Context: an optimization exercise on an open-source flow, tuned for small area, a short achievable clock period and few clock cycles per item. The choices shown serve that exercise and are no tape-out recipe.
Only simulation tests tie the RTL to the original design; equivalence was not proved.
No activity file was given, so power comes from the tool's default toggle rates.

[design/flow/config.mk]
export PLATFORM = sky130hd
export DESIGN_NAME = mlp_top
export DESIGN_NICKNAME = mlp_top
export VERILOG_FILES = /design/flow/design.v
export SDC_FILE = /design/flow/constraint.sdc
export NUM_CORES = 4
export LEC_CHECK = 0
export CAP_MARGIN = 20
export CORE_MARGIN = 2
export CORE_UTILIZATION = 40
export SETUP_SLACK_MARGIN = 4.2
export SLEW_MARGIN = 20
[design/flow/constraint.sdc]
create_clock -name core_clock -period 7.0 [get_ports {clk}]
set_input_delay 1.4000 -clock core_clock [delete_from_list [all_inputs] [get_ports {clk}]]
set_output_delay 1.4000 -clock core_clock [all_outputs]
set_load 0.01 [all_outputs]
[design/flow/design.v]
module deserializer (
    input  wire       clk,
    input  wire       reset_n,
    input  wire       ser_in,
    input  wire       data_ready,
    input  wire       ld,
    input  wire [7:0] ld_data,
    output reg  [7:0] data_out,
    output wire       last_bit,
    output reg        valid
);
    reg [2:0] bit_cnt;
    assign last_bit = data_ready & (&bit_cnt);
    always @(posedge clk or negedge reset_n) begin
        if (!reset_n) begin
            bit_cnt <= 3'd0;
            valid   <= 1'b0;
        end else begin
            valid <= last_bit;
            if (data_ready)
                bit_cnt <= bit_cnt + 3'd1;
        end
    end
    always @(posedge clk) begin
        if (ld)
            data_out <= ld_data;
        else if (data_ready)
            data_out <= {data_out[6:0], ser_in};
    end
endmodule
module controller (
    input  wire        clk,
    input  wire        reset_n,
    input  wire [1:0]  mode,
    input  wire [7:0]  sr,
    input  wire        sr_valid,
    input  wire        sr_last,
    output wire        sr_ld,
    output wire [7:0]  sr_ld_data,
    output wire [18:0] w_addr,
    output reg         w_we,
    output wire [7:0]  w_wdata,
    input  wire [7:0]  w_rdata,
    output wire [9:0]  n_addr,
    output reg         n_we,
    output wire [7:0]  n_wdata,
    input  wire [7:0]  n_rdata,
    output wire [9:0]  b_addr,
    output wire        b_we,
    output wire [7:0]  b_wdata,
    input  wire [7:0]  b_rdata,
    output wire [9:0]  p1_addr,
    output reg         p1_we,
    output wire [7:0]  p1_wdata,
    input  wire [7:0]  p1_rdata,
    output wire [9:0]  p2_addr,
    output wire        p2_we,
    output wire [7:0]  p2_wdata,
    input  wire [7:0]  p2_rdata,
    output reg  [3:0]  result_data,
    output reg         result_valid,
    output reg  [7:0]  result_score
);
    localparam [8:0] X_0   = 9'd1,   X_1   = 9'd2,   X_298 = 9'd314,
                     X_299 = 9'd116, X_303 = 9'd329, X_311 = 9'd491;
    localparam [9:0] Y_0   = 10'd1,   Y_1   = 10'd2,   Y_783 = 10'd997,
                     Y_785 = 10'd916, Y_786 = 10'd809, Y_933 = 10'd583,
                     Y_934 = 10'd142;
    reg [1:0]  mq;
    reg [8:0]  X;
    reg [9:0]  Y;
    reg        L2, L3;
    reg        run, busy;
    reg        IL, OL;      
    reg        f1, f2, f3;
    reg        lp1, lp2, lp3, lp4, lp5;
    reg [7:0]  wq, xq;
    reg [15:0] ps, pc, acc;
    reg        cy;
    wire [15:0] ms, mc;
    mul8_cs u_mul (.a(wq), .b(xq), .s(ms), .c(mc));
    wire [8:0] Xn = {X[7:0], X[8] ^ X[4]};
    wire [9:0] Yn = {Y[8:0], Y[9] ^ Y[6]};
    wire L1  = ~L2 & ~L3;
    wire ldw = (mq == 2'b01);
    wire ldb = (mq == 2'b10);
    wire inf = (mq == 2'b11);
    wire stepW = sr_valid & ldw;
    wire stepB = sr_valid & ldb;
    wire stepR = sr_valid & inf & ~busy;
    wire step  = stepW | stepB | run;
    wire il_next  = L2 ? (X == X_299) : L1 ? (Y == Y_783) : (Y == Y_934);
    wire ol_next  = L2 ? (Y == Y_933) : L1 ? (X == X_298) : (X == X_311);
    wire in_slot  = L2 ? (X == X_0) : L1 ? (Y == Y_0) : (Y == Y_785);
    wire il       = stepB | IL;
    wire drain_done = busy & ~run & lp5;
    wire newlayer = (step & il & OL & ~run) | drain_done;
    assign w_addr   = {X, Y};
    assign n_addr   = Y;
    assign p1_addr  = {1'b0, X};
    assign w_wdata  = sr;
    assign n_wdata  = sr;
    assign p1_wdata = sr;
    assign b_addr   = 10'd0;
    assign b_we     = 1'b0;
    assign b_wdata  = 8'd0;
    assign p2_addr  = 10'd0;
    assign p2_we    = 1'b0;
    assign p2_wdata = 8'd0;
    always @(posedge clk or negedge reset_n) begin
        if (!reset_n) begin
            mq   <= 2'b00;
            X    <= X_0;
            Y    <= Y_1;
            L2   <= 1'b0;
            L3   <= 1'b0;
            run  <= 1'b0;
            busy <= 1'b0;
            IL   <= 1'b0;
            OL   <= 1'b0;
        end else begin
            mq <= mode;
            if (newlayer) begin
                if (L1) begin
                    L2 <= 1'b1; X <= ldw ? X_1 : X_0; Y <= Y_785;
                end else if (L2) begin
                    L2 <= 1'b0; L3 <= 1'b1; X <= X_303; Y <= ldw ? Y_786 : Y_785;
                end else begin
                    L3 <= 1'b0; X <= X_0; Y <= ldw ? Y_0 : Y_1; busy <= 1'b0;
                end
                run <= busy & ~L3;
                IL  <= 1'b0;
                OL  <= 1'b0;
            end else if (step) begin
                if (!il) begin
                    if (L2) X <= Xn;
                    else    Y <= Yn;
                    IL <= il_next;
                end else begin
                    IL <= 1'b0;
                    OL <= ol_next;
                    if (L2) begin
                        X <= ldw ? X_1 : X_0;
                        Y <= Yn;
                    end else begin
                        Y <= L1 ? (ldw ? Y_1 : Y_0) : (ldw ? Y_786 : Y_785);
                        X <= Xn;
                    end
                    if (OL) run <= 1'b0;
                end
            end else if (stepR) begin
                if (IL) begin
                    Y <= Y_0; run <= 1'b1; busy <= 1'b1; IL <= 1'b0;
                end else begin
                    Y <= Yn; IL <= il_next;
                end
            end
        end
    end
    always @(posedge clk or negedge reset_n) begin
        if (!reset_n) begin
            lp1 <= 1'b0; lp2 <= 1'b0; lp3 <= 1'b0; lp4 <= 1'b0; lp5 <= 1'b0;
            result_valid <= 1'b0;
            w_we  <= 1'b0;
            n_we  <= 1'b0;
            p1_we <= 1'b0;
        end else begin
            lp1 <= run & IL;
            lp2 <= lp1; lp3 <= lp2; lp4 <= lp3; lp5 <= lp4;
            result_valid <= drain_done & L3;
            w_we  <= sr_last & (ldw | ldb);
            n_we  <= (sr_last & inf & ~busy) | (lp4 & L2);
            p1_we <= lp4 & L1;
        end
    end
    wire [15:0] a0  = acc & {16{~f3}};
    wire        cy0 = cy & ~f3;
    wire [15:0] psn = ~ps, pcn = ~pc;
    wire [15:0] s3  = a0 ^ psn ^ pcn;
    wire [15:0] c3  = {(a0[14:0] & psn[14:0]) | (a0[14:0] & pcn[14:0]) | (psn[14:0] & pcn[14:0]), 1'b0};
    wire [8:0]  lo  = {1'b0, s3[7:0]} + {1'b0, c3[7:0]};
    wire [8:0]  hi  = {s3[15:8], 1'b1} + {c3[15:8], cy0};
    always @(posedge clk) begin
        f1 <= run & in_slot;
        f2 <= f1;
        f3 <= f2;
        wq <= w_rdata;
        xq <= f1 ? 8'd1 : L2 ? p1_rdata : n_rdata;
        ps <= ~ms;
        pc <= ~mc;
        acc <= {hi[8:1], lo[7:0]};
        cy  <= lo[8];
    end
    wire signed [7:0] h = acc[15:8] + {7'd0, cy};
    reg  [7:0] sig;
    always @(*) begin
        if (h < -8'sd24)
            sig = 8'd0;
        else if (h < -8'sd12)
            sig = h + 8'd34;
        else if (h < 8'sd12)
            sig = 8'd128 + {h[7], h[7:1]};
        else if (h < 8'sd24)
            sig = h + 8'd233;
        else
            sig = 8'd255;
    end
    assign sr_ld      = lp4;
    assign sr_ld_data = sig;
    wire [3:0] key = {X[6], X[5], X[3], X[0]};
    reg  [3:0] idx;
    always @(*) begin
        case (key)
            4'b0001: idx = 4'hF;    
            4'b0101: idx = 4'd1;
            4'b1011: idx = 4'd2;
            4'b0010: idx = 4'd3;
            4'b0111: idx = 4'd4;
            4'b1110: idx = 4'd5;
            4'b1101: idx = 4'd6;
            4'b1111: idx = 4'd7;
            4'b1001: idx = 4'd8;
            4'b0110: idx = 4'd9;
            default: idx = 4'd0;
        endcase
    end
    wire first_out = (key == 4'b0001);
    always @(posedge clk) begin
        if (lp5 & L3 & (first_out | (sr > result_score))) begin
            result_score <= sr;
            result_data  <= idx;
        end
    end
endmodule
module mul8_cs (
    input  wire [7:0]  a,
    input  wire [7:0]  b,
    output wire [15:0] s,
    output wire [15:0] c
);
    wire [63:0] pp;
    wire t1, t2, t3, t4, t5, t6, t7, t8, t9, t10, t11, t12, t13, t14, t15, t16, t17, t18, t19, t20, t21, t22, t23, t24, t25, t26, t27, t28, t29, t30, t31, t32, t33, t34, t35, t36, t37, t38, t39, t40, t41, t42, t43, t44, t45, t46, t47, t48, t49, t50, t51, t52, t53, t54, t55, t56, t57, t58, t59, t60, t61, t62, t63, t64, t65, t66, t67, t68, t69, t70, t71, t72, t73, t74, t75, t76, t77, t78, t79, t80, t81, t82, t83, t84;
    assign pp[0] = a[0] & b[0];
    assign pp[1] = a[1] & b[0];
    assign pp[2] = a[2] & b[0];
    assign pp[3] = a[3] & b[0];
    assign pp[4] = a[4] & b[0];
    assign pp[5] = a[5] & b[0];
    assign pp[6] = a[6] & b[0];
    assign pp[7] = a[7] & b[0];
    assign pp[8] = a[0] & b[1];
    assign pp[9] = a[1] & b[1];
    assign pp[10] = a[2] & b[1];
    assign pp[11] = a[3] & b[1];
    assign pp[12] = a[4] & b[1];
    assign pp[13] = a[5] & b[1];
    assign pp[14] = a[6] & b[1];
    assign pp[15] = a[7] & b[1];
    assign pp[16] = a[0] & b[2];
    assign pp[17] = a[1] & b[2];
    assign pp[18] = a[2] & b[2];
    assign pp[19] = a[3] & b[2];
    assign pp[20] = a[4] & b[2];
    assign pp[21] = a[5] & b[2];
    assign pp[22] = a[6] & b[2];
    assign pp[23] = a[7] & b[2];
    assign pp[24] = a[0] & b[3];
    assign pp[25] = a[1] & b[3];
    assign pp[26] = a[2] & b[3];
    assign pp[27] = a[3] & b[3];
    assign pp[28] = a[4] & b[3];
    assign pp[29] = a[5] & b[3];
    assign pp[30] = a[6] & b[3];
    assign pp[31] = a[7] & b[3];
    assign pp[32] = a[0] & b[4];
    assign pp[33] = a[1] & b[4];
    assign pp[34] = a[2] & b[4];
    assign pp[35] = a[3] & b[4];
    assign pp[36] = a[4] & b[4];
    assign pp[37] = a[5] & b[4];
    assign pp[38] = a[6] & b[4];
    assign pp[39] = a[7] & b[4];
    assign pp[40] = a[0] & b[5];
    assign pp[41] = a[1] & b[5];
    assign pp[42] = a[2] & b[5];
    assign pp[43] = a[3] & b[5];
    assign pp[44] = a[4] & b[5];
    assign pp[45] = a[5] & b[5];
    assign pp[46] = a[6] & b[5];
    assign pp[47] = a[7] & b[5];
    assign pp[48] = a[0] & b[6];
    assign pp[49] = a[1] & b[6];
    assign pp[50] = a[2] & b[6];
    assign pp[51] = a[3] & b[6];
    assign pp[52] = a[4] & b[6];
    assign pp[53] = a[5] & b[6];
    assign pp[54] = a[6] & b[6];
    assign pp[55] = a[7] & b[6];
    assign pp[56] = a[0] & b[7];
    assign pp[57] = a[1] & b[7];
    assign pp[58] = a[2] & b[7];
    assign pp[59] = a[3] & b[7];
    assign pp[60] = a[4] & b[7];
    assign pp[61] = a[5] & b[7];
    assign pp[62] = a[6] & b[7];
    assign pp[63] = a[7] & b[7];
    assign t1 = pp[6] ^ pp[13];
    assign t2 = pp[6] & pp[13];
    assign t3 = pp[7] ^ pp[14] ^ pp[21];
    assign t4 = (pp[7] & pp[14]) | (pp[21] & (pp[7] ^ pp[14]));
    assign t5 = pp[28] ^ pp[35];
    assign t6 = pp[28] & pp[35];
    assign t7 = pp[15] ^ pp[22] ^ pp[29];
    assign t8 = (pp[15] & pp[22]) | (pp[29] & (pp[15] ^ pp[22]));
    assign t9 = pp[36] ^ pp[43];
    assign t10 = pp[36] & pp[43];
    assign t11 = pp[23] ^ pp[30] ^ pp[37];
    assign t12 = (pp[23] & pp[30]) | (pp[37] & (pp[23] ^ pp[30]));
    assign t13 = pp[4] ^ pp[11];
    assign t14 = pp[4] & pp[11];
    assign t15 = pp[5] ^ pp[12] ^ pp[19];
    assign t16 = (pp[5] & pp[12]) | (pp[19] & (pp[5] ^ pp[12]));
    assign t17 = pp[26] ^ pp[33];
    assign t18 = pp[26] & pp[33];
    assign t19 = t1 ^ pp[20] ^ pp[27];
    assign t20 = (t1 & pp[20]) | (pp[27] & (t1 ^ pp[20]));
    assign t21 = pp[34] ^ pp[41] ^ pp[48];
    assign t22 = (pp[34] & pp[41]) | (pp[48] & (pp[34] ^ pp[41]));
    assign t23 = t3 ^ t5 ^ pp[42];
    assign t24 = (t3 & t5) | (pp[42] & (t3 ^ t5));
    assign t25 = pp[49] ^ pp[56] ^ t2;
    assign t26 = (pp[49] & pp[56]) | (t2 & (pp[49] ^ pp[56]));
    assign t27 = t7 ^ t9 ^ pp[50];
    assign t28 = (t7 & t9) | (pp[50] & (t7 ^ t9));
    assign t29 = pp[57] ^ t4 ^ t6;
    assign t30 = (pp[57] & t4) | (t6 & (pp[57] ^ t4));
    assign t31 = t11 ^ pp[44] ^ pp[51];
    assign t32 = (t11 & pp[44]) | (pp[51] & (t11 ^ pp[44]));
    assign t33 = pp[58] ^ t8 ^ t10;
    assign t34 = (pp[58] & t8) | (t10 & (pp[58] ^ t8));
    assign t35 = pp[31] ^ pp[38] ^ pp[45];
    assign t36 = (pp[31] & pp[38]) | (pp[45] & (pp[31] ^ pp[38]));
    assign t37 = pp[52] ^ pp[59] ^ t12;
    assign t38 = (pp[52] & pp[59]) | (t12 & (pp[52] ^ pp[59]));
    assign t39 = pp[39] ^ pp[46] ^ pp[53];
    assign t40 = (pp[39] & pp[46]) | (pp[53] & (pp[39] ^ pp[46]));
    assign t41 = pp[3] ^ pp[10];
    assign t42 = pp[3] & pp[10];
    assign t43 = t13 ^ pp[18] ^ pp[25];
    assign t44 = (t13 & pp[18]) | (pp[25] & (t13 ^ pp[18]));
    assign t45 = t15 ^ t17 ^ pp[40];
    assign t46 = (t15 & t17) | (pp[40] & (t15 ^ t17));
    assign t47 = t19 ^ t21 ^ t16;
    assign t48 = (t19 & t21) | (t16 & (t19 ^ t21));
    assign t49 = t23 ^ t25 ^ t20;
    assign t50 = (t23 & t25) | (t20 & (t23 ^ t25));
    assign t51 = t27 ^ t29 ^ t24;
    assign t52 = (t27 & t29) | (t24 & (t27 ^ t29));
    assign t53 = t31 ^ t33 ^ t28;
    assign t54 = (t31 & t33) | (t28 & (t31 ^ t33));
    assign t55 = t35 ^ t37 ^ t32;
    assign t56 = (t35 & t37) | (t32 & (t35 ^ t37));
    assign t57 = t39 ^ pp[60] ^ t36;
    assign t58 = (t39 & pp[60]) | (t36 & (t39 ^ pp[60]));
    assign t59 = pp[47] ^ pp[54] ^ pp[61];
    assign t60 = (pp[47] & pp[54]) | (pp[61] & (pp[47] ^ pp[54]));
    assign t61 = pp[2] ^ pp[9];
    assign t62 = pp[2] & pp[9];
    assign t63 = t41 ^ pp[17] ^ pp[24];
    assign t64 = (t41 & pp[17]) | (pp[24] & (t41 ^ pp[17]));
    assign t65 = t43 ^ pp[32] ^ t42;
    assign t66 = (t43 & pp[32]) | (t42 & (t43 ^ pp[32]));
    assign t67 = t45 ^ t14 ^ t44;
    assign t68 = (t45 & t14) | (t44 & (t45 ^ t14));
    assign t69 = t47 ^ t18 ^ t46;
    assign t70 = (t47 & t18) | (t46 & (t47 ^ t18));
    assign t71 = t49 ^ t22 ^ t48;
    assign t72 = (t49 & t22) | (t48 & (t49 ^ t22));
    assign t73 = t51 ^ t26 ^ t50;
    assign t74 = (t51 & t26) | (t50 & (t51 ^ t26));
    assign t75 = t53 ^ t30 ^ t52;
    assign t76 = (t53 & t30) | (t52 & (t53 ^ t30));
    assign t77 = t55 ^ t34 ^ t54;
    assign t78 = (t55 & t34) | (t54 & (t55 ^ t34));
    assign t79 = t57 ^ t38 ^ t56;
    assign t80 = (t57 & t38) | (t56 & (t57 ^ t38));
    assign t81 = t59 ^ t40 ^ t58;
    assign t82 = (t59 & t40) | (t58 & (t59 ^ t40));
    assign t83 = pp[55] ^ pp[62] ^ t60;
    assign t84 = (pp[55] & pp[62]) | (t60 & (pp[55] ^ pp[62]));
    assign s = {1'b0, pp[63], t83, t81, t79, t77, t75, t73, t71, t69, t67, t65, t63, t61, pp[1], pp[0]};
    assign c = {1'b0, t84, t82, t80, t78, t76, t74, t72, t70, t68, t66, t64, t62, pp[16], pp[8], 1'b0};
endmodule
module mlp_top (
    input  wire        clk,
    input  wire        reset_n,
    input  wire        ser_data,
    input  wire        data_ready,
    input  wire [1:0]  mode,
    output wire [18:0] w_addr,
    output wire        w_we,
    output wire [7:0]  w_wdata,
    input  wire [7:0]  w_rdata,
    output wire [9:0]  n_addr,
    output wire        n_we,
    output wire [7:0]  n_wdata,
    input  wire [7:0]  n_rdata,
    output wire [9:0]  b_addr,
    output wire        b_we,
    output wire [7:0]  b_wdata,
    input  wire [7:0]  b_rdata,
    output wire [9:0]  p1_addr,
    output wire        p1_we,
    output wire [7:0]  p1_wdata,
    input  wire [7:0]  p1_rdata,
    output wire [9:0]  p2_addr,
    output wire        p2_we,
    output wire [7:0]  p2_wdata,
    input  wire [7:0]  p2_rdata,
    output wire [3:0]  result_data,
    output wire        result_valid,
    output wire [7:0]  result_score
);
    wire [7:0] sr;
    wire       sr_valid;
    wire       sr_last;
    wire       sr_ld;
    wire [7:0] sr_ld_data;
    deserializer u_des (
        .clk(clk),
        .reset_n(reset_n),
        .ser_in(ser_data),
        .data_ready(data_ready),
        .ld(sr_ld),
        .ld_data(sr_ld_data),
        .data_out(sr),
        .last_bit(sr_last),
        .valid(sr_valid)
    );
    controller mlp (
        .clk(clk),
        .reset_n(reset_n),
        .mode(mode),
        .sr(sr),
        .sr_valid(sr_valid),
        .sr_last(sr_last),
        .sr_ld(sr_ld),
        .sr_ld_data(sr_ld_data),
        .w_addr(w_addr), .w_we(w_we), .w_wdata(w_wdata), .w_rdata(w_rdata),
        .n_addr(n_addr), .n_we(n_we), .n_wdata(n_wdata), .n_rdata(n_rdata),
        .b_addr(b_addr), .b_we(b_we), .b_wdata(b_wdata), .b_rdata(b_rdata),
        .p1_addr(p1_addr), .p1_we(p1_we), .p1_wdata(p1_wdata), .p1_rdata(p1_rdata),
        .p2_addr(p2_addr), .p2_we(p2_we), .p2_wdata(p2_wdata), .p2_rdata(p2_rdata),
        .result_data(result_data),
        .result_valid(result_valid),
        .result_score(result_score)
    );
endmodule
[design/flow/flow/run.sh]
#!/bin/bash
# The standard layout (standard.sh) with two changes:
# - buffer_ports puts buf_1 on every input and output port, in place of the
#   cell it would pick by itself; timing repair still resizes it where
#   timing needs;
# - clock tree synthesis builds the tree from a clkbuf_16 root and clkbuf_8
#   buffers, without dummy loads.
# The make run's full output goes to standard.log; ORFS keeps each step's
# own log under orfs/logs/.
set -euo pipefail
export BUFFER_PORTS_ARGS="-buffer_cell sky130_fd_sc_hd__buf_1"
export CTS_ARGS="-sink_clustering_enable -repair_clock_nets -dont_use_dummy_load -root_buf sky130_fd_sc_hd__clkbuf_16 -buf_list sky130_fd_sc_hd__clkbuf_8"
bash standard.sh > standard.log 2>&1
[design/flow/standard.sh]
#!/bin/bash
# synth_recipe.tcl (not shown) runs the flow's synth.tcl, then flattens the netlist and writes it again
# the make line also repeats each setting of config.mk as NAME=value (left out here)
make -C /OpenROAD-flow-scripts/flow DESIGN_CONFIG=/design/flow/config.mk WORK_HOME=/design/flow/orfs CLKGATE_MAP_FILE= SYNTH_SCRIPT=/design/flow/synth_recipe.tcl "${@:-finish}"
==> out/results.tsv, run 1 <==
stage	metric	value	unit
min_path	WHS Path Cells	0	
sta	f_max	0.363	GHz
worst_setup_path	Crit path arrival time	2990	ps
global_routing	initial antenna violation count	0	
floorplanning	Std-Cell Rows	52	
sta	Final setup viols	0	
floorplanning	Core Footprint	0.0202	mm²
sta	Slew HR	39.3	%
min_path	worst hold path class	register to register	
synthesis	Netlist cell types	70	
min_path	Worst Hold End	mlp.f3$_DFF_P_	
global_routing	first-pass GRT wire length	26.3	mm
synthesis	post-synthesis sequential area ratio	35.3	%
drt	remaining antenna violation count	0	
worst_setup_path	crit path kind	register to register	
global_routing	Total GRT Usage	15.1	%
place	Post-Place Cell Area	0.00845	mm²
clock_tree	CTS tree	done	
synthesis	Top FF cell, synth	dfxtp_1	
clock_tree	H-tree Lvls	4	
power	Psw	1.92	mW
power	maximum VDD drop	0.270	mV
worst_setup_path	reg2reg path depth	8	
floorplanning	die footprint	0.0217	mm²
place	hpwl dp	11.7	mm
drt	Remaining DRCs	0	
sta	post-route setup TNS	0	ps
sta	hold_ws	325	ps
clock_tree	register clock-pin slew on the reported worst setup and hold paths	60	ps
floorplanning	Die W	147	µm
clock_tree	cts bufs inserted	17	
floorplanning	chip height	147	µm
drt	Vias/cell	4.77	
place	I/O Buffers	107	
power	Comb power frac	56.6	%
layout	fillcell total	2026	
layout	Final nets	1084	
run	max cap viols	0	
power	Power Density	483	mW/mm²
power	Pint	2.35	mW
power	Reg power frac	32.4	%
worst_setup_path	CP Data Required Time	7240	ps
synthesis	Async SR Flop Fraction	32.0	%
sta	Final Hold Vio Count	0	
sta	Worst Max-Slew Pin Slew	910	ps
global_routing	largest net degree at the start of global routing	41	
sta	Pins Over Slew Limit	0	
worst_setup_path	Worst setup SP type	register	
global_routing	vias in the first global route	5279	
worst_setup_path	R2R Path End	mlp.ps[7]$_DFF_P_	
drt	final wirelength	15.9	mm
layout	share of post-route cells with drive strength above 1	6.82	%
drt	via count	5764	
drt	DRT Pass-1 Iters	5	
clock_tree	CTS sink count	125	
synthesis	synthesis-stage register bit count	125	
clock_tree	Worst-Skew Late Latency	370	ps
worst_setup_path	worst-path fanout max	2	
run_status	status	finished clean	
synthesis	synthesized area	0.00822	mm²
sta	Final Cycle Share	39.4	%
layout	Ant. Diodes	0	
synthesis	post-synthesis area per instance	9.47	µm²
synthesis	Mapped Cells	868	
sta	RSZ-0062 raised after global routing	true	
drt	starting DRC count in detailed routing	326	
synthesis	Yosys top cell by area	dfxtp_1	
global_routing	global route overflow	0	
synthesis	top cell type's share of synthesized area	15.8	%
worst_setup_path	CP Capture Type	register	
place	GPL Wtd Cong	0.838	
floorplanning	I/O pin cnt	163	
power	P_leak	3.83	nW
clock_tree	CTS max path bufs	2	
power	Clk pwr share	10.9	%
worst_setup_path	R2R Path Start	mlp.wq[5]$_DFF_P_	
clock_tree	clock root buffer	clkbuf_16	
drt	Wirelength per Cell	13.2	µm
synthesis	EDFF count, synth	20	
sta	Final min period	2760	ps
min_path	min-delay src	mlp.f2$_DFF_P_	
layout	Area Overhead vs Synth	7.67	%
worst_setup_path	Reg2Reg Setup Slack	4240	ps
layout	Final Cell Area	0.00885	mm²
synthesis	main area contributors after synthesis	dfxtp_1, fa_1, dfrtp_1	
power	Switching Share	45.0	%
synthesis	Ys Warns	2	
sta	clk_skew	18.5	ps
floorplanning	Starting Density	40.6	%
==> repair_timing <==
action                     CTS  global route
pin swaps                    6             9
gates resized for setup     18            15
setup endpoints to repair   13            16
setup buffers                6             2
hold buffers                 0             0
==> sequential cells by signal (all words and copies together) (netlist names), 3 cells and up <==
register / cells
mlp.acc: 16
mlp.ps: 15
mlp.pc: 14
mlp.Y: 10
mlp.X: 9
mlp.result_score: 8
mlp.wq: 8
mlp.xq: 8
u_des.data_out: 8
mlp.result_data: 4
u_des.bit_cnt: 3
==> cells in the mapped netlist (all sizes together), types with 4 or more instances <==
cell type  count
a22o           5
a2111oi        4
a41oi          5
clkbuf        21
a32o           5
and2          44
xnor2         19
edfxtp        20
nor2          45
nor3          12
buf           81
fa            51
nand4         13
o21ai         35
nand3         19
xor2           6
o21a           6
nand2         75
ha            47
dfrtp         38
inv           94
and3           5
a21o           6
a21oi         43
dfxtp         65
nand2b        17
mux2i          9
nor2b         15
==> per-layer routing <==
layer,up-vias,track usage (%),wire length (µm)
li1,2897,-,-
met1,2699,21.7,7910
met2,148,22.6,7180
met3,20,3.24,598
met4,0,5.10,231
met5,-,0,0
==> power groups by stage <==
stage | clock [mW] | sequential, mW | combinational (mW)
finish | 0.468 | 1.39 | 2.42
global route | 0.511 | 1.44 | 2.79
CTS | 0.489 | 1.38 | 2.42
detailed placement | 0 | 1.40 | 2.38
global placement | 0 | 1.39 | 2.33
floorplan | 0 | 1.28 | 2.07
==> critical path, stage by stage (launching register included) <==
cell	delay (ps)
dfxtp_4	340
and2_4	160
fa_1	540
inv_1	50
fa_1	510
inv_2	50
fa_1	520
inv_1	50
fa_1	420
==> cells by family after synthesis <==
kind of cell	synth area share, %
multiplexers	1.51
other	0.0456
AO/OA/AOI/OAI	11.1
AND/OR/NAND/NOR	17.2
adder cells (fa/ha/maj)	19.6
XOR/XNOR	2.66
flip-flops	35.3
buffers and inverters	12.6
==> worst max path at each step <==
stage | from | end | slack [ps] | depth (start not counted)
after floorplan | mlp.xq[0]$_SDFF_PP1_ | mlp.ps[7]$_DFF_P_ | 4210 | 8
after global routing | mlp.cy$_DFF_P_ | u_des.data_out[5]$_DFFE_PP_ | 4090 | 9
after CTS | mlp.xq[1]$_SDFF_PP0_ | mlp.ps[7]$_DFF_P_ | 4210 | 8
after detailed placement | mlp.cy$_DFF_P_ | u_des.data_out[5]$_DFFE_PP_ | 3860 | 9
final | mlp.wq[5]$_DFF_P_ | mlp.ps[7]$_DFF_P_ | 4240 | 8
after global placement | mlp.cy$_DFF_P_ | u_des.data_out[5]$_DFFE_PP_ | 3820 | 9
==> metrics by stage <==
stage               instances  utilization, %  worst slack (ps)  power [mW]
finish                   1208            43.8              4240        4.28
global route             1208            43.8              4090        4.74
CTS                      1206            43.4              4210        4.29
detailed placement       1183            41.8              3860        3.78
global placement         1183            41.7              3820        3.72
floorplan                 906               -              4210        3.35
==> cells in the final DEF, fill, tap and decap left out, drive strengths merged, types with 5 or more instances in the layout <==
cell type / n
buf: 117
inv: 94
nand2: 75
dfxtp: 65
fa: 51
ha: 47
nor2: 45
and2: 44
a21oi: 43
conb: 39
dfrtp: 38
o21ai: 35
edfxtp: 20
xnor2: 19
nand3: 19
nand2b: 17
clkbuf: 17
nor2b: 15
nand4: 13
nor3: 12
mux2i: 9
a21o: 6
o21a: 6
xor2: 6
a22o: 5
a32o: 5
and3: 5
a41oi: 5
==> cell type report <==
type	count	area, µm²	share of cell area (%)
multi-input combinational	584	4500	50.8
timing repair buffer	117	482	5.44
sequential	125	2940	33.2
clock buffer	17	245	2.77
tap	270	338	3.82
inverter	95	357	4.03
Testbench counts, summed over its fixed seeds: cycles 2,307,584, images 8.
==> run 2, diff against run 1 <==
--- a/design/flow/config.mk
+++ b/design/flow/config.mk
@@ -8,5 +8,6 @@
 export CAP_MARGIN = 20
 export CORE_MARGIN = 2
 export CORE_UTILIZATION = 40
-export SETUP_SLACK_MARGIN = 4.2
+export SETUP_SLACK_MARGIN = 4.4
 export SLEW_MARGIN = 20
+export TNS_END_PERCENT = 10
==> run 2 against run 1 <==
- register-to-register slack better by 50 ps
- still clean
- design area up 0.24%
- clock skew up 5.2 ps
- synthesized cell count unchanged
- critical endpoint is now mlp.ps[8]$_DFF_P_
- count of clock-buffer cells in the layout unchanged
- highest routed layer unchanged
- global-route usage up 0.19 points
- total power up 1.6%
- area after synthesis unchanged
- combinational power up 2%
- wire length up 1.2%
- fmax up 1.8%
==> out/results.tsv, run 2 <==
stage	metric	value	unit	change
worst_setup_path	max incr delay on CP	530	ps	about the same
global_routing	first-pass GRT wire length	26.8	mm	+1.8%
worst_setup_path	CP Capture Type	register		
worst_setup_path	R2R Path Start	mlp.wq[7]$_DFF_P_		
drt	Remaining DRCs	0		unchanged
sta	Slew HR	38.9	%	-0.46 points
clock_tree	CTS max path bufs	2		unchanged
worst_setup_path	Cell Chain, Critical Path	and2_4 -> fa_1 -> inv_1 -> fa_1 -> fa_1 -> fa_1		
worst_setup_path	crit path kind	register to register		
drt	Wirelength per Cell	13.3	µm	+1.2%
drt	starting DRC count in detailed routing	303		-7.1%
run	max cap viols	0		unchanged
synthesis	top cell type's share of synthesized area	15.8	%	unchanged
synthesis	Mapped Cells	868		unchanged
worst_setup_path	Slowest cell on crit path	fa_1		
floorplanning	die footprint	0.0217	mm²	unchanged
synthesis	Post-synth top cells	inv_1, buf_4, nand2_1		
global_routing	vias in the first global route	5380		+1.9%
clock_tree	cts bufs inserted	17		unchanged
sta	Final min period	2710	ps	-49.8 ps
sta	Pins Over Slew Limit	0		unchanged
drt	DRT Pass-1 Iters	5		unchanged
worst_setup_path	R2R Path End	mlp.ps[8]$_DFF_P_		
synthesis	Ys Warns	2		unchanged
sta	RSZ-0062 raised after global routing	true		
global_routing	initial antenna violation count	0		unchanged
synthesis	most frequent cell after synthesis	inv_1		
layout	Ant. Diodes	0		unchanged
power	total power	4.34	mW	+1.6%
sta	Final Cycle Share	38.7	%	-0.71 points
layout	max reg flops	16		unchanged
clock_tree	Worst-Skew Late Latency	380	ps	about the same
clock_tree	CTS tree	done		
power	P_leak	3.84	nW	+0.26%
worst_setup_path	CP endpoint	mlp.ps[8]$_DFF_P_		
layout	most frequent cells in the layout	buf_1, inv_1, nand2_1		
layout	share of post-route cells with drive strength above 1	7.78	%	+0.96 points
floorplanning	Die W	147	µm	unchanged
synthesis	EDFF count, synth	20		unchanged
global_routing	global route overflow	0		unchanged
synthesis	synthesis-stage register bit count	125		unchanged
sta	Final Hold Vio Count	0		unchanged
drt	via count	5784		+0.35%
clock_tree	CTS sink count	125		unchanged
floorplanning	Starting Density	40.6	%	unchanged
worst_setup_path	worst-path fanout max	4		+2
drt	Vias/cell	4.79		+0.35%
place	GPL Wtd Cong	0.837		-0.19%
synthesis	post-synthesis sequential area ratio	35.3	%	unchanged
worst_setup_path	Crit path arrival time	2940	ps	-50 ps
clock_tree	register clock-pin slew on the reported worst setup and hold paths	70	ps	about the same
sta	Worst Max-Slew Pin Slew	917	ps	+6.97 ps
floorplanning	I/O pin cnt	163		unchanged
min_path	worst hold path class	register to register		
power	maximum VDD drop	0.215	mV	-20%
layout	Final nets	1084		unchanged
power	Power Density	489	mW/mm²	+1.4%
sta	Final setup viols	0		unchanged
synthesis	Yosys top cell by area	dfxtp_1		
worst_setup_path	CP Data Required Time	7240	ps	about the same
global_routing	largest net degree at the start of global routing	41		unchanged
worst_setup_path	Worst setup SP type	register		
sta	hold_ws	314	ps	-11.3 ps
clock_tree	H-tree Lvls	4		unchanged
worst_setup_path	reg2reg path depth	6		-2
layout	commonest non-fill, non-tap cell in the layout	buf_1		
floorplanning	chip height	147	µm	unchanged
floorplanning	Core Footprint	0.0202	mm²	unchanged
worst_setup_path	Top cell by count, worst path	fa_1		
synthesis	Netlist cell types	70		unchanged
synthesis	post-synthesis area per instance	9.47	µm²	unchanged
global_routing	Total GRT Usage	15.3	%	+0.19 points
synthesis	synthesized area	0.00822	mm²	unchanged
synthesis	Top FF cell, synth	dfxtp_1		
sta	post-route setup TNS	0	ps	unchanged
drt	remaining antenna violation count	0		unchanged
layout	Area Overhead vs Synth	7.93	%	
layout	Largest Register	mlp.acc		
sta	clk_skew	23.7	ps	+5.20 ps
place	hpwl dp	11.8	mm	+0.93%
sta	f_max	0.369	GHz	+1.8%
layout	leading registers by flop count	mlp.acc: 16 flops, mlp.ps: 15 flops, mlp.pc: 14 flops		
floorplanning	Std-Cell Rows	52		unchanged
worst_setup_path	Worst Setup SP	mlp.wq[7]$_DFF_P_		
synthesis	Async SR Flop Fraction	32.0	%	unchanged
clock_tree	clock root buffer	clkbuf_16		
run_status	status	finished clean		
worst_setup_path	Reg2Reg Setup Slack	4290	ps	+50 ps
synthesis	main area contributors after synthesis	dfxtp_1, fa_1, dfrtp_1		
place	I/O Buffers	107		unchanged
drt	final wirelength	16.1	mm	+1.2%
## run 2: cell types whose count changed in the layout (fill, tap and decap cells not counted), moves of 2 or more
cell | previous run | this run
a21oi_1 | 42 | 39
o21ai_0 | 35 | 32
inv_1 | 91 | 93
and2_1 | 41 | 38
inv_2 | 3 | 1
o21ai_2 | 0 | 2
and2_4 | 3 | 5
a21oi_2 | 1 | 4
## run 2: cells by family after synthesis
logic type	Yosys count	synth area share, %
buffers and inverters	197	12.6
DFF	125	35.3
AOI/OAI and AO/OA	139	11.1
other	1	0.0456
muxes	12	1.51
and+or+nand+nor	271	17.2
xor gates and xnor gates	25	2.66
adders and majority gates	98	19.6
## run 2: metrics by stage
step / instance area, µm² / setup slack [ps] / util [%] / cells
2_1_floorplan: 8380 / 4370 / - / 906
3_3_place_gp: 8460 / 3840 / 41.8 / 1183
3_5_place_dp: 8470 / 3880 / 41.9 / 1184
4_1_cts: 8780 / 4270 / 43.4 / 1205
5_1_grt: 8880 / 4230 / 43.9 / 1208
6_report: 8880 / 4290 / 43.9 / 1208
## run 2: worst min path at each step
stage              startpoint             end  slack [ps]  cells past startpoint
2_1_floorplan  mlp.f2$_DFF_P_  mlp.f3$_DFF_P_         310                      0
3_3_place_gp   mlp.f2$_DFF_P_  mlp.f3$_DFF_P_         310                      0
3_5_place_dp   mlp.f2$_DFF_P_  mlp.f3$_DFF_P_         330                      0
4_1_cts        mlp.f2$_DFF_P_  mlp.f3$_DFF_P_         320                      0
5_1_grt        mlp.f2$_DFF_P_  mlp.f3$_DFF_P_         330                      0
6_report       mlp.f2$_DFF_P_  mlp.f3$_DFF_P_         310                      0
## run 2: final cells by class
| type | count | area [µm²] |
|---|---|---|
| fillers | 1994 | 11400 |
| clock buffers | 17 | 245 |
| multi-input cells | 584 | 4520 |
| inverters | 95 | 357 |
| repair buffers | 117 | 478 |
| flip-flops and latches | 125 | 2930 |
| well taps | 270 | 338 |
## run 2: repair_timing
item	CTS	global route
pin swaps	5	2
endpoints found under the setup margin	30	36
hold buffers	0	0
setup buffers	4	3
resized for setup	15	21
## run 2: power by group
part	total (mW)	switching (mW)	internal (mW)	leakage [nW]
Clock	0.474	0.247	0.228	0.127
Combinational	2.48	1.38	1.09	2.47
Sequential	1.39	0.341	1.05	1.24
## run 2: per-layer routing
metal | global-route usage [%] | up-vias | wire (µm)
met5 | 0 | - | 0
met4 | 4.42 | 0 | 199
met3 | 3.43 | 17 | 622
met2 | 23.4 | 131 | 7230
met1 | 21.7 | 2728 | 8050
li1 | - | 2908 | -
## run 2: critical path, delay by kind of cell (launching register included)
| kind | cells | cell delay (ps) |
|---|---|---|
| adders and majority gates | 4 | 1980 |
| DFF | 1 | 360 |
| and+or+nand+nor | 1 | 160 |
| buffers and inverters | 1 | 60 |
==> run 3, diff against run 2 <==
--- a/design/flow/design.v
+++ b/design/flow/design.v
@@ -6,17 +6,14 @@
     input  wire       ld,
     input  wire [7:0] ld_data,
     output reg  [7:0] data_out,
-    output wire       last_bit,
-    output reg        valid
+    output wire       last_bit
 );
     reg [2:0] bit_cnt;
     assign last_bit = data_ready & (&bit_cnt);
     always @(posedge clk or negedge reset_n) begin
         if (!reset_n) begin
             bit_cnt <= 3'd0;
-            valid   <= 1'b0;
         end else begin
-            valid <= last_bit;
             if (data_ready)
                 bit_cnt <= bit_cnt + 3'd1;
         end
@@ -33,7 +30,6 @@
     input  wire        reset_n,
     input  wire [1:0]  mode,
     input  wire [7:0]  sr,
-    input  wire        sr_valid,
     input  wire        sr_last,
     output wire        sr_ld,
     output wire [7:0]  sr_ld_data,
@@ -73,7 +69,7 @@
     reg        run, busy;
     reg        IL, OL;      
     reg        f1, f2, f3;
-    reg        lp1, lp2, lp3, lp4, lp5;
+    reg        lp1, lp5;
     reg [7:0]  wq, xq;
     reg [15:0] ps, pc, acc;
     reg        cy;
@@ -85,9 +81,9 @@
     wire ldw = (mq == 2'b01);
     wire ldb = (mq == 2'b10);
     wire inf = (mq == 2'b11);
-    wire stepW = sr_valid & ldw;
-    wire stepB = sr_valid & ldb;
-    wire stepR = sr_valid & inf & ~busy;
+    wire stepW = w_we & ldw;
+    wire stepB = w_we & ldb;
+    wire stepR = n_we & ~busy;
     wire step  = stepW | stepB | run;
     wire il_next  = L2 ? (X == X_299) : L1 ? (Y == Y_783) : (Y == Y_934);
     wire ol_next  = L2 ? (Y == Y_933) : L1 ? (X == X_298) : (X == X_311);
@@ -159,18 +155,22 @@
     end
     always @(posedge clk or negedge reset_n) begin
         if (!reset_n) begin
-            lp1 <= 1'b0; lp2 <= 1'b0; lp3 <= 1'b0; lp4 <= 1'b0; lp5 <= 1'b0;
+            lp1 <= 1'b0; lp5 <= 1'b0;
+            f1 <= 1'b0; f2 <= 1'b0; f3 <= 1'b0;
             result_valid <= 1'b0;
             w_we  <= 1'b0;
             n_we  <= 1'b0;
             p1_we <= 1'b0;
         end else begin
             lp1 <= run & IL;
-            lp2 <= lp1; lp3 <= lp2; lp4 <= lp3; lp5 <= lp4;
+            f1 <= (run & in_slot) | (lp1 & ~run);
+            f2 <= f1;
+            f3 <= f2;
+            lp5 <= f3;
             result_valid <= drain_done & L3;
             w_we  <= sr_last & (ldw | ldb);
-            n_we  <= (sr_last & inf & ~busy) | (lp4 & L2);
-            p1_we <= lp4 & L1;
+            n_we  <= (sr_last & inf & ~busy) | (f3 & L2);
+            p1_we <= f3 & L1;
         end
     end
     wire [15:0] a0  = acc & {16{~f3}};
@@ -181,9 +181,6 @@
     wire [8:0]  lo  = {1'b0, s3[7:0]} + {1'b0, c3[7:0]};
     wire [8:0]  hi  = {s3[15:8], 1'b1} + {c3[15:8], cy0};
     always @(posedge clk) begin
-        f1 <= run & in_slot;
-        f2 <= f1;
-        f3 <= f2;
         wq <= w_rdata;
         xq <= f1 ? 8'd1 : L2 ? p1_rdata : n_rdata;
         ps <= ~ms;
@@ -205,7 +202,7 @@
         else
             sig = 8'd255;
     end
-    assign sr_ld      = lp4;
+    assign sr_ld      = f3;
     assign sr_ld_data = sig;
     wire [3:0] key = {X[6], X[5], X[3], X[0]};
     reg  [3:0] idx;
@@ -422,7 +419,6 @@
     output wire [7:0]  result_score
 );
     wire [7:0] sr;
-    wire       sr_valid;
     wire       sr_last;
     wire       sr_ld;
     wire [7:0] sr_ld_data;
@@ -434,15 +430,13 @@
         .ld(sr_ld),
         .ld_data(sr_ld_data),
         .data_out(sr),
-        .last_bit(sr_last),
-        .valid(sr_valid)
+        .last_bit(sr_last)
     );
     controller mlp (
         .clk(clk),
         .reset_n(reset_n),
         .mode(mode),
         .sr(sr),
-        .sr_valid(sr_valid),
         .sr_last(sr_last),
         .sr_ld(sr_ld),
         .sr_ld_data(sr_ld_data),
--- a/design/flow/config.mk
+++ b/design/flow/config.mk
@@ -10,4 +10,3 @@
 export CORE_UTILIZATION = 40
 export SETUP_SLACK_MARGIN = 4.4
 export SLEW_MARGIN = 20
-export TNS_END_PERCENT = 10
==> run 3 against run 2 <==
- sequential cell count shrank 4
- clock power fell by 2%
- critical endpoint is now mlp.ps[7]$_DFF_P_
- still clean on timing, DRC and antenna
- utilization rose by 1.4 points
==> out/results.tsv, run 3 <==
stage	metric	value	unit	change
drt	starting DRC count in detailed routing	344		+14%
clock_tree	clock root buffer	clkbuf_16		
global_routing	largest net degree at the start of global routing	40		-2.4%
worst_setup_path	crit path kind	register to register		
worst_setup_path	Worst setup SP type	register		
synthesis	post-synthesis sequential area ratio	34.3	%	-1.1 points
drt	wire length on met2	7.96	mm	+10%
clock_tree	register clock-pin slew on the reported worst setup and hold paths	80	ps	about the same
clock_tree	Hold Buf Count CTS	0		unchanged
sta	f_max	0.367	GHz	-0.63%
power	Power Density	376	mW/mm²	-23%
drt	wl on met1	8.39	mm	+4.2%
synthesis	EDFF count, synth	20		unchanged
floorplanning	Core Footprint	0.0202	mm²	unchanged
floorplanning	Die W	147	µm	about the same
layout	Final Instance Count excl. Fillers	1228		+1.7%
layout	Final nets	1104		+1.8%
clock_tree	CTS tree	done		
synthesis	Ys Warns	2		unchanged
sta	post-route setup TNS	0	ps	unchanged
synthesis	synthesized area	0.00823	mm²	about the same
clock_tree	H-tree Lvls	4		unchanged
floorplanning	Starting Density	40.7	%	about the same
sta	Final Cycle Share	38.9	%	+0.24 points
clock_tree	CTS max path bufs	2		unchanged
power	P_leak	3.98	nW	+3.6%
power	maximum VDD drop	0.195	mV	-9.3%
run	max cap viols	0		unchanged
sta	RSZ-0062 raised after global routing	true		
synthesis	Yosys top cell by area	dfxtp_1		
synthesis	Top FF cell, synth	dfxtp_1		
synthesis	Mapped Cells	871		+0.35%
sta	Worst Max-Slew Pin Slew	889	ps	-28.3 ps
drt	metal3 WL	686	µm	+10%
synthesis	synthesis-stage register bit count	121		-3.2%
layout	Largest Register	mlp.acc		
place	placed instance count	1184		unchanged
place	Post-Place Cell Area	0.00847	mm²	about the same
drt	final wirelength	17.2	mm	+6.6%
layout	Ant. Diodes	0		unchanged
drt	via count	5957		+3.0%
clock_tree	CTS sink count	121		-3.2%
drt	Top Metal Used	met4		
floorplanning	chip height	147	µm	about the same
worst_setup_path	Crit path arrival time	2950	ps	about the same
layout	Area Overhead vs Synth	11.2	%	
drt	DRT Pass-1 Iters	5		unchanged
floorplanning	I/O pin cnt	163		unchanged
drt	Vias/cell	4.85		+1.3%
layout	most frequent cells in the layout	buf_1, inv_1, nand2_1		
layout	Final Cell Area	0.00915	mm²	+3.1%
global_routing	initial antenna violation count	0		unchanged
sta	Pins Over Slew Limit	0		unchanged
layout	leading registers by flop count	mlp.acc: 16 flops, mlp.ps: 15 flops, mlp.pc: 14 flops		
drt	Wirelength per Cell	14.0	µm	+4.8%
synthesis	Async SR Flop Fraction	32.2	%	+0.23 points
place	hpwl dp	12.2	mm	+3.2%
synthesis	Post-synth top cells	inv_1, nand2_1, buf_4		
run_status	status	finished clean		
worst_setup_path	worst-path fanout max	4		unchanged
sta	Final setup viols	0		unchanged
synthesis	main area contributors after synthesis	dfxtp_1, fa_1, dfrtp_1		
floorplanning	die footprint	0.0217	mm²	about the same
clock_tree	Worst-Skew Late Latency	380	ps	about the same
synthesis	top cell type's share of synthesized area	15.1	%	-0.74 points
drt	remaining antenna violation count	0		unchanged
drt	Remaining DRCs	0		unchanged
worst_setup_path	CP Capture Type	register		
layout	commonest non-fill, non-tap cell in the layout	buf_1		
layout	share of post-route cells with drive strength above 1	13.3	%	+5.5 points
sta	Final min period	2720	ps	+17.1 ps
clock_tree	cts bufs inserted	17		unchanged
worst_setup_path	CP Data Required Time	7220	ps	-20 ps
place	GPL Wtd Cong	0.850		+1.6%
synthesis	most frequent cell after synthesis	inv_1		
global_routing	vias in the first global route	5562		+3.4%
floorplanning	Std-Cell Rows	52		unchanged
min_path	worst hold path class	register to register		
synthesis	Netlist cell types	73		+4.3%
global_routing	global route overflow	0		unchanged
synthesis	post-synthesis area per instance	9.45	µm²	-0.30%
place	I/O Buffers	107		unchanged
sta	Slew HR	40.7	%	+1.9 points
layout	post-route core utilization	45.2	%	+1.4 points
layout	max reg flops	16		unchanged
sta	Final Hold Vio Count	0		unchanged
global_routing	first-pass GRT wire length	27.8	mm	+3.9%
power	total power	3.44	mW	-21%
sta	clk_skew	33.7	ps	+9.92 ps
global_routing	Total GRT Usage	16.0	%	+0.78 points
==> run 3: cell types whose count changed after synthesis, moves of 5 or more <==
| cell | delta |
|---|---|
| a21oi_1 | -15 |
| a22oi_1 | +7 |
| inv_1 | +10 |
| nor2_1 | -10 |
| o22a_1 | +6 |
| a32o_1 | -5 |
| nand2b_1 | -12 |
| xnor2_1 | -5 |
| nand4_1 | -5 |
| nand2_1 | +11 |
==> run 3: stage by stage <==
step                hold WS, ps  setup WS [ps]
detailed placement          336           3870
global placement            332           3910
floorplan                   331           4320
finish                      350           4280
global route                364           4230
CTS                         354           4280
==> run 3: worst max-delay path, stage by stage, from the launching register on <==
cell and delay, ps:
dfxtp_4 350, and2_4 160, fa_1 520, inv_1 50, fa_1 520, inv_2 50, fa_1 490, inv_1 50
fa_1 420
==> run 3: path summary, 6_finish.rpt <==
| path | start | to | slack, ps | cells after the start |
|---|---|---|---|---|
| worst max-delay path | mlp.xq[2]$_SDFF_PP0_ | mlp.ps[7]$_DFF_P_ | 4280 | 8 |
| worst max register to register | mlp.xq[2]$_SDFF_PP0_ | mlp.ps[7]$_DFF_P_ | 4280 | 8 |
| worst min register to register | mlp.f2$_DFF_PN0_ | mlp.f3$_DFF_PN0_ | 350 | 0 |
| min in group asynchronous | reset_n | mlp.Y[3]$_DFFE_PN0P_ | 1150 | 1 |
| max in group asynchronous | reset_n | mlp.X[6]$_DFFE_PN0P_ | 5230 | 1 |
| worst min-delay path | mlp.f2$_DFF_PN0_ | mlp.f3$_DFF_PN0_ | 350 | 0 |
==> run 3: cell families after synthesis <==
family	count (synthesis)	synth area share [%]
AOI/OAI and AO/OA	137	11.6
xor gates and xnor gates	22	2.43
adders and majority gates	98	19.6
buffers and inverters	208	13.2
DFF	121	34.3
muxes	16	2.01
other	1	0.0456
and+or+nand+nor	268	16.9
==> run 3: cell type report <==
class,instances,area (µm²)
tap,270,338
sequential,121,2850
clock buffer,17,245
timing repair buffer,135,639
fill,1955,11100
multi-input combinational,580,4670
inverter,104,403
timing repair inverter,1,8.76
==> run 3: what timing repair did <==
| item | 4_1_cts | 5_1_grt |
|---|---|---|
| gates resized for setup | 37 | 33 |
| pin swaps | 19 | 23 |
| endpoints found under the setup margin | 43 | 35 |
| cloned | 1 | 0 |
| setup buffers | 17 | 9 |
==> run 3: layer usage <==
metal  global-route usage, %  vias up
met5                       0        -
met4                    4.33        0
met3                    3.83        9
met2                    24.6      140
met1                    22.8     2845
li1                        -     2963
==> run 3: power by group <==
group | switching, mW | internal, mW | leakage [nW]
clock network | 0.236 | 0.228 | 0.127
logic | 0.970 | 0.889 | 2.65
registers | 0.218 | 0.895 | 1.20
total | 1.43 | 2.01 | 3.98
Testbench counts of run 3, summed over its fixed seeds: cycles 2,307,584, images 8.
==> run 4, diff against run 3 <==
--- a/design/flow/config.mk
+++ b/design/flow/config.mk
@@ -8,5 +8,5 @@
 export CAP_MARGIN = 20
 export CORE_MARGIN = 2
 export CORE_UTILIZATION = 40
-export SETUP_SLACK_MARGIN = 4.4
+export SETUP_SLACK_MARGIN = 4.3
 export SLEW_MARGIN = 20
==> run 4 against run 3 <==
- synthesized cell count did not move
- sequential share of layout area is 0.089 points higher
- die area is the same
- largest cell class unchanged
==> out/results.tsv, run 4 <==
stage	metric	value	unit	change
clock_tree	CTS tree	done		
clock_tree	clock root buffer	clkbuf_16		
power	maximum VDD drop	0.233	mV	+20%
drt	Remaining DRCs	0		unchanged
floorplanning	I/O pin cnt	163		unchanged
global_routing	vias in the first global route	5459		-1.9%
synthesis	Netlist cell types	73		unchanged
power	total power	3.45	mW	+0.37%
min_path	worst hold path class	register to register		
synthesis	Mapped Cells	871		unchanged
sta	Final Cycle Share	39.0	%	+0.083 points
drt	final wirelength	16.6	mm	-3.3%
global_routing	initial antenna violation count	0		unchanged
worst_setup_path	CP Capture Type	register		
clock_tree	Worst-Skew Late Latency	380	ps	about the same
drt	starting DRC count in detailed routing	223		-35%
drt	Vias/cell	4.93		+1.6%
min_path	min-delay src	mlp.f2$_DFF_PN0_		
layout	register area	0.00284	mm²	-0.26%
power	P_leak	3.94	nW	-0.80%
layout	Ant. Diodes	0		unchanged
place	GPL Wtd Cong	0.843		-0.80%
sta	RSZ-0062 raised after global routing	true		
floorplanning	Die W	147	µm	unchanged
clock_tree	CTS sink count	121		unchanged
floorplanning	Std-Cell Rows	52		unchanged
layout	area of the multi-input gates	0.00465	mm²	-0.29%
synthesis	Post-synth top cells	inv_1, nand2_1, buf_4		
floorplanning	chip height	147	µm	unchanged
worst_setup_path	R2R Path Start	mlp.xq[2]$_SDFF_PP0_		
synthesis	synthesized area	0.00823	mm²	unchanged
drt	DRT Pass-1 Iters	6		+1
layout	commonest non-fill, non-tap cell in the layout	buf_1		
layout	max reg flops	16		unchanged
worst_setup_path	CP Data Required Time	7290	ps	+70 ps
synthesis	Top FF cell, synth	dfxtp_1		
synthesis	Ys Warns	2		unchanged
layout	share of post-route cells with drive strength above 1	11.4	%	-1.8 points
clock_tree	cts bufs inserted	17		unchanged
worst_setup_path	Crit path arrival time	3020	ps	+70 ps
sta	f_max	0.366	GHz	-0.21%
synthesis	most frequent cell after synthesis	inv_1		
floorplanning	Core Footprint	0.0202	mm²	unchanged
clock_tree	CTS max path bufs	2		unchanged
global_routing	first-pass GRT wire length	26.9	mm	-3.4%
sta	post-route setup TNS	0	ps	unchanged
clock_tree	register clock-pin slew on the reported worst setup and hold paths	70	ps	about the same
global_routing	Total GRT Usage	15.3	%	-0.78 points
layout	leading registers by flop count	mlp.acc: 16 flops, mlp.ps: 15 flops, mlp.pc: 14 flops		
sta	Final setup viols	0		unchanged
sta	clk_skew	33.1	ps	-0.591 ps
power	Power Density	379	mW/mm²	+0.92%
layout	Area Overhead vs Synth	10.6	%	
layout	Final nets	1099		-0.45%
run_status	status	finished clean		
drt	Wirelength per Cell	13.6	µm	-2.9%
global_routing	largest net degree at the start of global routing	40		unchanged
synthesis	Yosys top cell by area	dfxtp_1		
synthesis	post-synthesis area per instance	9.45	µm²	unchanged
layout	Largest Register	mlp.acc		
synthesis	synthesis-stage register bit count	121		unchanged
sta	Slew HR	34.2	%	-6.6 points
synthesis	top cell type's share of synthesized area	15.1	%	unchanged
floorplanning	Starting Density	40.7	%	unchanged
place	hpwl dp	12.0	mm	-1.9%
clock_tree	H-tree Lvls	4		unchanged
sta	Final min period	2730	ps	+5.80 ps
synthesis	post-synthesis sequential area ratio	34.3	%	unchanged
sta	Worst Max-Slew Pin Slew	984	ps	+95.0 ps
synthesis	Async SR Flop Fraction	32.2	%	unchanged
sta	Final Hold Vio Count	0		unchanged
worst_setup_path	Worst Setup SP	mlp.xq[2]$_SDFF_PP0_		
worst_setup_path	crit path kind	register to register		
worst_setup_path	worst-path fanout max	4		unchanged
drt	remaining antenna violation count	0		unchanged
floorplanning	die footprint	0.0217	mm²	unchanged
place	I/O Buffers	107		unchanged
synthesis	EDFF count, synth	20		unchanged
clock_tree	Hold Buf Count CTS	0		unchanged
run	max cap viols	0		unchanged
worst_setup_path	Worst setup SP type	register		
layout	fillcell total	1976		+1.1%
sta	Pins Over Slew Limit	0		unchanged
layout	most frequent cells in the layout	buf_1, inv_1, nand2_1		
synthesis	main area contributors after synthesis	dfxtp_1, fa_1, dfrtp_1		
global_routing	global route overflow	0		unchanged
drt	via count	6028		+1.2%
## run 4: path summary, 6_finish.rpt
check	end	slack (ps)	cells after the start
max in group asynchronous	mlp.p1_we$_DFF_PN0_	5280	1
worst max register to register	mlp.ps[7]$_DFF_P_	4270	8
worst min-delay path	mlp.f3$_DFF_PN0_	360	0
worst min register to register	mlp.f3$_DFF_PN0_	360	0
min in group asynchronous	mlp.X[4]$_DFFE_PN0P_	1150	1
worst max-delay path	mlp.ps[7]$_DFF_P_	4270	8
## run 4: where the power goes
group / switching (mW) / total (mW) / internal [mW]
registers: 0.217 / 1.11 / 0.894
clock network: 0.230 / 0.457 / 0.227
logic: 0.972 / 1.88 / 0.910
## run 4: metrics by stage
step | hold WS (ps) | cell area (µm²) | worst slack, ps | util, % | cells
after floorplan | 331 | 8410 | 4280 | - | 909
after global placement | 332 | 8440 | 3600 | 41.7 | 1184
after detailed placement | 340 | 8440 | 3610 | 41.7 | 1184
after CTS | 358 | 8880 | 4260 | 43.9 | 1214
after global routing | 372 | 9100 | 4160 | 45.0 | 1223
final | 358 | 9100 | 4270 | 45.0 | 1223
## run 4: routing by layer
metal,global-route usage [%],vias up,wire (µm)
met5,0,-,0
met4,5.67,0,232
met3,2.53,26,679
met2,23.3,169,7690
met1,21.9,2889,8000
li1,-,2944,-
## run 4: timing repair
item,in CTS,in global routing
endpoints found under the setup margin,36,25
resized for setup,31,36
pin swaps,17,24
cloned,1,0
buffers inserted,12,9
## run 4: final cells by class
cell class | instances | share of cell area [%]
timing repair inverter | 1 | 0.0825
timing repair buffer | 130 | 6.82
tap | 270 | 3.71
clock buffer | 17 | 2.69
inverter | 104 | 4.33
multi-input combinational | 580 | 51.1
sequential | 121 | 31.2
## run 4: cells by family after synthesis
| group | share of synthesized area (%) |
|---|---|
| AO/OA/AOI/OAI | 11.6 |
| XOR/XNOR | 2.43 |
| adder cells (fa/ha/maj) | 19.6 |
| buffers and inverters | 13.2 |
| flip-flops | 34.3 |
| multiplexers | 2.01 |
| other | 0.0456 |
| AND/OR/NAND/NOR | 16.9 |
## run 4: worst max-delay path, stage by stage, from the launching register on
cell and delay, ps:
dfxtp_4 340, and2_4 150, fa_1 530, inv_1 50, fa_1 510, inv_2 40
fa_1 490, inv_1 50, fa_2 510
==> run 5, diff against run 4 <==
--- a/design/flow/design.v
+++ b/design/flow/design.v
@@ -105,7 +105,6 @@
     assign p2_wdata = 8'd0;
     always @(posedge clk or negedge reset_n) begin
         if (!reset_n) begin
-            mq   <= 2'b00;
             X    <= X_0;
             Y    <= Y_1;
             L2   <= 1'b0;
@@ -115,7 +114,6 @@
             IL   <= 1'b0;
             OL   <= 1'b0;
         end else begin
-            mq <= mode;
             if (newlayer) begin
                 if (L1) begin
                     L2 <= 1'b1; X <= ldw ? X_1 : X_0; Y <= Y_785;
@@ -181,6 +179,7 @@
     wire [8:0]  lo  = {1'b0, s3[7:0]} + {1'b0, c3[7:0]};
     wire [8:0]  hi  = {s3[15:8], 1'b1} + {c3[15:8], cy0};
     always @(posedge clk) begin
+        mq <= mode;
         wq <= w_rdata;
         xq <= f1 ? 8'd1 : L2 ? p1_rdata : n_rdata;
         ps <= ~ms;
@@ -222,8 +221,12 @@
         endcase
     end
     wire first_out = (key == 4'b0001);
+    wire [7:0] gb = sr & ~result_score;
+    wire [7:0] nb = sr | ~result_score;
+    wire gt = gb[7] | nb[7] & (gb[6] | nb[6] & (gb[5] | nb[5] & (gb[4] |
+              nb[4] & (gb[3] | nb[3] & (gb[2] | nb[2] & (gb[1] | nb[1] & gb[0]))))));
     always @(posedge clk) begin
-        if (lp5 & L3 & (first_out | (sr > result_score))) begin
+        if (lp5 & L3 & (first_out | gt)) begin
             result_score <= sr;
             result_data  <= idx;
         end
==> run 5 against run 4 <==
- highest routed layer unchanged
- utilization shrank 0.50 points
- wire length shrank 1.3%
- sequential power grew 25%
- largest cell class unchanged
- sequential cell count is the same
- die area shrank 1.6%
- register-to-register slack gained 60 ps
- still clean
- final cell count grew 1.3%
- critical path depth is the same
- critical endpoint is now mlp.result_data[3]$_DFFE_PP_
- clock skew shrank 5.5 ps
- design area shrank 2.1%
- synthesized cell count grew 2.4%
- hold slack lost 8.2 ps
- critical path type unchanged
==> out/results.tsv, run 5 <==
stage	metric	value	unit	change
synthesis	main area contributors after synthesis	dfxtp_1, fa_1, dfrtp_1		
drt	Remaining DRCs	0		unchanged
drt	DRT Pass-1 Iters	5		-1
power	maximum VDD drop	0.190	mV	-19%
worst_setup_path	worst-path fanout max	5		+1
layout	leading registers by flop count	mlp.acc: 16 flops, mlp.ps: 15 flops, mlp.pc: 14 flops		
clock_tree	CTS max path bufs	2		unchanged
sta	hold_ws	350	ps	-8.18 ps
floorplanning	Die W	146	µm	-0.79%
floorplanning	Core Footprint	0.0200	mm²	-0.96%
worst_setup_path	Top cell by count, worst path	maj3_2		
run_status	status	finished clean		
place	Post-Place Cell Area	0.00835	mm²	-1.1%
worst_setup_path	CP Data Required Time	7060	ps	-230 ps
place	GPL Wtd Cong	0.836		-0.84%
global_routing	initial antenna violation count	0		unchanged
clock_tree	CTS sink count	121		unchanged
worst_setup_path	Cell Chain, Critical Path	nand2b_4 -> maj3_2 -> maj3_2 -> maj3_2 -> maj3_2 -> maj3_2 -> o22ai_4 -> buf_6		
drt	via count	5959		-1.1%
clock_tree	H-tree Lvls	4		unchanged
worst_setup_path	Buf/Inv on CP	1		-2
layout	share of post-route cells with drive strength above 1	10.3	%	-1.1 points
synthesis	Netlist cell types	64		-12%
synthesis	top cell type's share of synthesized area	15.8	%	+0.74 points
drt	Vias/cell	4.81		-2.4%
sta	slack of the critical path	4330	ps	+64.2 ps
sta	Final min period	2670	ps	-64.2 ps
floorplanning	I/O pin cnt	163		unchanged
global_routing	global route overflow	0		unchanged
worst_setup_path	Crit path arrival time	2730	ps	-290 ps
sta	f_max	0.375	GHz	+2.4%
synthesis	Async SR Flop Fraction	30.6	%	-1.7 points
place	placed instance count	1206		+1.9%
clock_tree	cts bufs inserted	17		unchanged
place	Setup Slack @ Placement	3860	ps	+245 ps
synthesis	Ys Warns	2		unchanged
place	I/O Buffers	107		unchanged
layout	fillcell total	2039		+3.2%
drt	starting DRC count in detailed routing	340		+52%
drt	final wirelength	16.4	mm	-1.3%
sta	clk_skew	27.6	ps	-5.47 ps
worst_setup_path	Slowest cell on crit path	edfxtp_1		
worst_setup_path	crit path kind	register to register		
run	max cap viols	0		unchanged
worst_setup_path	CP Capture Type	register		
worst_setup_path	crit-path leading delay family	adder cells		
layout	Final nets	1107		+0.73%
layout	Largest Register	mlp.acc		
drt	Wirelength per Cell	13.2	µm	-2.6%
clock_tree	register clock-pin slew on the reported worst setup and hold paths	80	ps	about the same
layout	post-route core utilization	44.5	%	-0.50 points
layout	Final Instance Count excl. Fillers	1239		+1.3%
layout	max reg flops	16		unchanged
sta	Worst Max-Slew Pin Slew	927	ps	-56.8 ps
synthesis	synthesis-stage register bit count	121		unchanged
synthesis	Top FF cell, synth	dfxtp_1		
sta	RSZ-0062 raised after global routing	true		
sta	post-route setup TNS	0	ps	unchanged
floorplanning	Std-Cell Rows	52		unchanged
layout	Ant. Diodes	0		unchanged
power	total power	4.55	mW	+32%
global_routing	vias in the first global route	5691		+4.2%
sta	Final Cycle Share	38.1	%	-0.92 points
synthesis	synthesized area	0.00810	mm²	-1.6%
global_routing	largest net degree at the start of global routing	38		-5.0%
place	hpwl dp	11.8	mm	-1.6%
min_path	worst hold path class	register to register		
layout	Area Overhead vs Synth	10.1	%	
global_routing	Total GRT Usage	15.9	%	+0.64 points
synthesis	Yosys top cell by area	dfxtp_1		
floorplanning	chip height	146	µm	-0.79%
layout	commonest non-fill, non-tap cell in the layout	inv_1		
synthesis	Mapped Cells	892		+2.4%
sta	Slew HR	38.2	%	+4.0 points
floorplanning	Starting Density	40.4	%	-0.27 points
synthesis	EDFF count, synth	20		unchanged
clock_tree	CTS tree	done		
sta	Pins Over Slew Limit	0		unchanged
synthesis	post-synthesis area per instance	9.08	µm²	-3.9%
floorplanning	die footprint	0.0214	mm²	-1.6%
worst_setup_path	Worst setup SP type	register		
clock_tree	clock root buffer	clkbuf_16		
synthesis	most frequent cell after synthesis	inv_1		
synthesis	post-synthesis sequential area ratio	34.7	%	+0.44 points
drt	remaining antenna violation count	0		unchanged
power	Power Density	510	mW/mm²	+35%
sta	Final setup viols	0		unchanged
clock_tree	Hold Buf Count CTS	0		unchanged
layout	Final Cell Area	0.00891	mm²	-2.1%
sta	Final Hold Vio Count	0		unchanged
worst_setup_path	max incr delay on CP	390	ps	-140 ps
clock_tree	Worst-Skew Late Latency	370	ps	about the same
layout	most frequent cells in the layout	inv_1, buf_1, nand2_1		
power	P_leak	3.97	nW	+0.66%
synthesis	Post-synth top cells	inv_1, nand2_1, buf_4		
global_routing	first-pass GRT wire length	27.9	mm	+3.7%
[run 5: path summary, 6_finish.rpt]
path | depth (start not counted) | to | slack (ps) | start
setup / recovery | 8 | mlp.result_data[3]$_DFFE_PP_ | 4330 | mlp.result_score[0]$_DFFE_PP_
hold / removal | 0 | mlp.f3$_DFF_PN0_ | 350 | mlp.f2$_DFF_PN0_
setup reg to reg | 8 | mlp.result_data[3]$_DFFE_PP_ | 4330 | mlp.result_score[0]$_DFFE_PP_
hold reg to reg | 0 | mlp.f3$_DFF_PN0_ | 350 | mlp.f2$_DFF_PN0_
max in group asynchronous | 1 | mlp.f3$_DFF_PN0_ | 5200 | reset_n
min in group asynchronous | 1 | mlp.Y[5]$_DFFE_PN0P_ | 1160 | reset_n
[run 5: routing by layer]
layer | up-vias | wire, µm | global-route usage (%)
li1 | 2964 | - | -
met1 | 2801 | 8090 | 23.2
met2 | 173 | 7310 | 23.5
met3 | 21 | 699 | 3.06
met4 | 0 | 276 | 5.73
met5 | - | 0 | 0
[run 5: layout make-up]
class	count	area, µm²	share of cell area (%)
timing repair buffer	126	557	6.25
multi-input combinational	587	4480	50.3
tap	270	338	3.79
clock buffer	17	245	2.75
inverter	118	443	4.97
sequential	121	2850	31.9
[run 5: power by group]
| part | total, mW | switching, mW | internal, mW |
|---|---|---|---|
| combinational | 2.70 | 1.51 | 1.19 |
| clock | 0.465 | 0.237 | 0.228 |
| sequential | 1.39 | 0.341 | 1.05 |
[run 5: cell families (layout without fill, tap and decap cells)]
group | Yosys count | after routing | share of synthesized area [%]
AND/OR/NAND/NOR | 259 | 259 | 15.5
XOR/XNOR | 27 | 27 | 2.92
other | 1 | 39 | 0.0463
adder cells (fa/ha/maj) | 95 | 95 | 19.3
flip-flops | 121 | 121 | 34.7
multiplexers | 12 | 12 | 1.55
buffers and inverters | 222 | 261 | 13.8
AO/OA/AOI/OAI | 155 | 155 | 12.0
[run 5: timing repair]
item	in CTS	in global routing
resized for setup	26	36
pin swaps	13	25
buffers inserted	13	3
gates cloned	0	0
endpoints found under the setup margin	35	39
endpoints found under the hold margin	0	0
Testbench counts of run 5, summed over its fixed seeds: cycles 2,307,584, images 8.

[static timing again, ports no longer ideal]
Ports are ideal in the flow. The routed layouts listed here were re-timed in OpenROAD.
Step 1, drivers: a clkbuf_16 drives clk and a buf_2 each remaining input, both assumed.
Step 2, shift: input delay + t, output delay - t, t = (earliest + latest rising clock arrival at the registers) / 2. This alone moves slack from input paths to output paths.
Slacks: no drivers / after step 1 / after step 2; pairs: no drivers / after step 1.
run	t, ns	setup WS [ns]	hold slack, ns	worst setup path at the end
run 1	0.403	4.243 / 4.243 / 4.243	0.325 / 0.325 / 0.325	register to register
run 2	0.407	4.293 / 4.293 / 4.293	0.314 / 0.314 / 0.314	register to register
run 3	0.402	4.276 / 4.276 / 4.276	0.350 / 0.350 / 0.350	register to register
run 4	0.400	4.270 / 4.270 / 4.270	0.358 / 0.358 / 0.358	register to register
run 5	0.401	4.334 / 4.334 / 4.334	0.350 / 0.350 / 0.350	register to register
After both steps setup and hold are still met in every run listed.
